Background: an optimization exercise with open tools, aiming at small area and a short achievable clock period. Do not read the settings as production practice. In this exercise RTL edits were held to simulation tests only and were not proved equivalent to the original. No activity file was given, so power comes from the tool's default toggle rates.

== v9 ==
==> flow/design.v (excerpt) <==
module gpu (
    input clk,
    input rst,
    input [1:0] shape,
    input [23:0] color,
    input signed [11:0] x0,
    input signed [11:0] y0,
    input signed [11:0] x1,
    input signed [11:0] y1,
    input signed [11:0] x2,
    input signed [11:0] y2,
    input signed [11:0] cx,
    input signed [11:0] cy,
    input [11:0] radius,
    output [23:0] pixel,
    output reg [9:0] counterX,
    output reg [9:0] counterY,
    output reg terminated,
    output reg write_done
);
Size in the first run: roughly 1800 cells after synthesis, roughly 300 flip-flops, roughly 180 I/O pins, about 16000 µm² of cells after synthesis.
==> flow/config.mk <==
export PLATFORM = sky130hd
export DESIGN_NAME = gpu
export DESIGN_NICKNAME = gpu
export VERILOG_FILES = /design/flow/design.v
export SDC_FILE = /design/flow/constraint.sdc
export NUM_CORES = 4
export LEC_CHECK = 0
export ABC_AREA = 1
export CAP_MARGIN = 20
export CORE_MARGIN = 2
export CORE_UTILIZATION = 40
export CTS_BUF_LIST = sky130_fd_sc_hd__clkbuf_8
export CTS_CLUSTER_DIAMETER = 60
export CTS_CLUSTER_SIZE = 20
export SLEW_MARGIN = 20
==> flow/constraint.sdc <==
create_clock -name core_clock -period 11.0 [get_ports {clk}]
set_input_delay 2.2000 -clock core_clock [delete_from_list [all_inputs] [get_ports {clk}]]
set_output_delay 2.2000 -clock core_clock [all_outputs]
set_load 0.01 [all_outputs]
standard.sh (not shown) runs the stock make flow with config.mk's settings and CLKGATE_MAP_FILE= SYNTH_SCRIPT=/design/flow/synth_recipe.tcl, a recipe that flattens the netlist after the stock synthesis.
==> flow/flow/run.sh <==
#!/bin/bash
set -euo pipefail
export BUFFER_PORTS_ARGS="-buffer_cell sky130_fd_sc_hd__buf_1"
export SETUP_SLACK_MARGIN=7.5
bash standard.sh synth > synth.log 2>&1
bash standard.sh > layout.log 2>&1
The inputs of v25 differ from those of v9 as listed below.
Settings: CTS_CLUSTER_SIZE now 14, was 20; CORE_UTILIZATION now 65, was 40.
Notes after the runs:
- v25: no failed stages, no open violations at the end
- v9 has completed all stages; timing, DRC and antenna checks passed.
- Across both runs, sequential share of layout area was higher for v25 than for v9.
- Between v9 and v25, the power density of the placed cells is lower for v9.
- From v25 to v9, maximum count of clock buffers along a single path did not move at all.
- The post-route cell area reported for v25 is smaller than that of v9 by 300 µm².
- Compare v9 and v25 | global-route usage higher: v25
- Worst setup slack deteriorates in v25 relative to v9.
- v9 has higher hold slack than v25.
- The higher first-iteration DRC count came out of v25.

gpu, a different RTL version from the one above (not shown whole).
Size: roughly 310 flip-flops, ~180 I/O pins, ~0.015 mm² of cells after synthesis.
clock: 11.0 ns
lec_check: 0
cap_margin: 20
core_margin: 2
core_utilization: 40
cts_buf_list: sky130_fd_sc_hd__clkbuf_4
slew_margin: 20
==> flow/flow/run.sh <==
#!/bin/bash
# Standard ORFS layout, except that the port buffers are the platform's
# smallest plain buffer (buf_1) instead of the delay buffer buffer_ports
# picks by default. Each step's full output goes to a log file here.
set -euo pipefail
export BUFFER_PORTS_ARGS="-buffer_cell sky130_fd_sc_hd__buf_1"
bash standard.sh synth > synth.log 2>&1
bash standard.sh > layout.log 2>&1
Then changed:
==> flow/run.sh (new file) <==
#!/bin/bash
# synth_recipe.tcl (not shown) runs the flow's synth.tcl, then flattens the netlist and writes it again
# the make line also repeats each setting of config.mk as NAME=value (left out here)
make -C /OpenROAD-flow-scripts/flow DESIGN_CONFIG=/design/flow/config.mk WORK_HOME=/design/flow/orfs CLKGATE_MAP_FILE= SYNTH_SCRIPT=/design/flow/synth_recipe.tcl finish
removed: flow/flow/run.sh
removed: flow/standard.sh
What happened: Setup slack degrades by 230 ps; design area goes up by a little under a tenth; core utilization increases by 3.2 points; sequential cell count is unchanged; register-to-register slack got worse by 230 ps; combinational power went up by roughly a tenth; via count went up slightly; count of clock-buffer cells in the layout came out higher by 16; wire length increases by a few percent; power grows by a few percent.

gpu, a different RTL version from the one above (not shown whole).
Size: roughly 1900 cells after synthesis, about 330 flip-flops, ~16000 um^2 of cells after synthesis.
## gpu
module gpu (
    input clk,
    input rst,
    input [1:0] shape,
    input [23:0] color,
    input signed [11:0] x0,
    input signed [11:0] y0,
    input signed [11:0] x1,
    input signed [11:0] y1,
    input signed [11:0] x2,
    input signed [11:0] y2,
    input signed [11:0] cx,
    input signed [11:0] cy,
    input [11:0] radius,
    output reg [23:0] pixel,
    output reg [9:0] counterX,
    output reg [9:0] counterY,
    output reg terminated,
    output reg write_done
);
==> flow/config.mk <==
export PLATFORM = sky130hd
export DESIGN_NAME = gpu
export DESIGN_NICKNAME = gpu
export VERILOG_FILES = /design/flow/design.v
export SDC_FILE = /design/flow/constraint.sdc
export NUM_CORES = 4
export LEC_CHECK = 0
export ABC_AREA = 1
export CAP_MARGIN = 20
export CORE_MARGIN = 2
export CORE_UTILIZATION = 65
export CTS_BUF_LIST = sky130_fd_sc_hd__clkbuf_8
export CTS_CLUSTER_DIAMETER = 60
export CTS_CLUSTER_SIZE = 14
export SLEW_MARGIN = 20
export TNS_END_PERCENT = 0
==> flow/constraint.sdc <==
create_clock -name core_clock -period 11.0 [get_ports {clk}]
set_input_delay 2.2000 -clock core_clock [delete_from_list [all_inputs] [get_ports {clk}]]
set_output_delay 2.2000 -clock core_clock [all_outputs]
set_load 0.01 [all_outputs]
==> flow/flow/run.sh <==
#!/bin/bash
set -euo pipefail
export BUFFER_PORTS_ARGS="-buffer_cell sky130_fd_sc_hd__buf_1"
export SETUP_SLACK_MARGIN=8
bash standard.sh synth > synth.log 2>&1
bash standard.sh > layout.log 2>&1
Rerun with:
--- a/flow/flow/run.sh
+++ b/flow/flow/run.sh
@@ -4 +4 @@
-export SETUP_SLACK_MARGIN=8
+export SETUP_SLACK_MARGIN=8.3
What happened: Area after synthesis is unchanged; power fell by 1.9%; setup slack is better by 0.057 ns; non-clock buffer count is lower by 3.

==> static timing again, ports no longer ideal <==
The flow's constraints put no driver on any port. The routed layouts listed below were extracted and timed again, unchanged, in two steps. Step 1 assumes that a clkbuf_16 drives the clock port and a buf_2 every other input. Step 2 times the ports against the registers' clock, not the clock port: input delays grow and output delays shrink by t, the midpoint of the rising clock arrivals with the driver on. a / b / c = no drivers / after step 1 / after step 2; a / b = the first two.
run | t (ns) | slack for setup (ns) | worst hold slack (ns) | worst setup path after step 2
v9 | 0.683 | 7.416 / 7.399 / 7.107 | 0.334 / 0.334 / 0.334 | input to register
v25 | 0.643 | 7.393 / 7.343 / 7.078 | 0.327 / 0.327 / 0.327 | input to register
the first run of note 2 | 0.857 | 6.259 / 6.259 / 6.259 | 0.406 / 0.406 / 0.406 | register to register
the second run of note 2 | 0.812 | 6.031 / 6.031 / 6.031 | 0.407 / 0.407 / 0.407 | register to register
the first run of note 3 | 0.649 | 7.636 / 7.636 / 7.289 | 0.336 / 0.336 / 0.336 | input to register
the second run of note 3 | 0.647 | 7.694 / 7.647 / 7.202 | 0.346 / 0.346 / 0.346 | input to register
After both steps setup and hold are still met in every run listed. The setup slack of the second run of note 3, which loses most, moves by -0.047 ns with the drivers and by -0.492 ns with both steps.
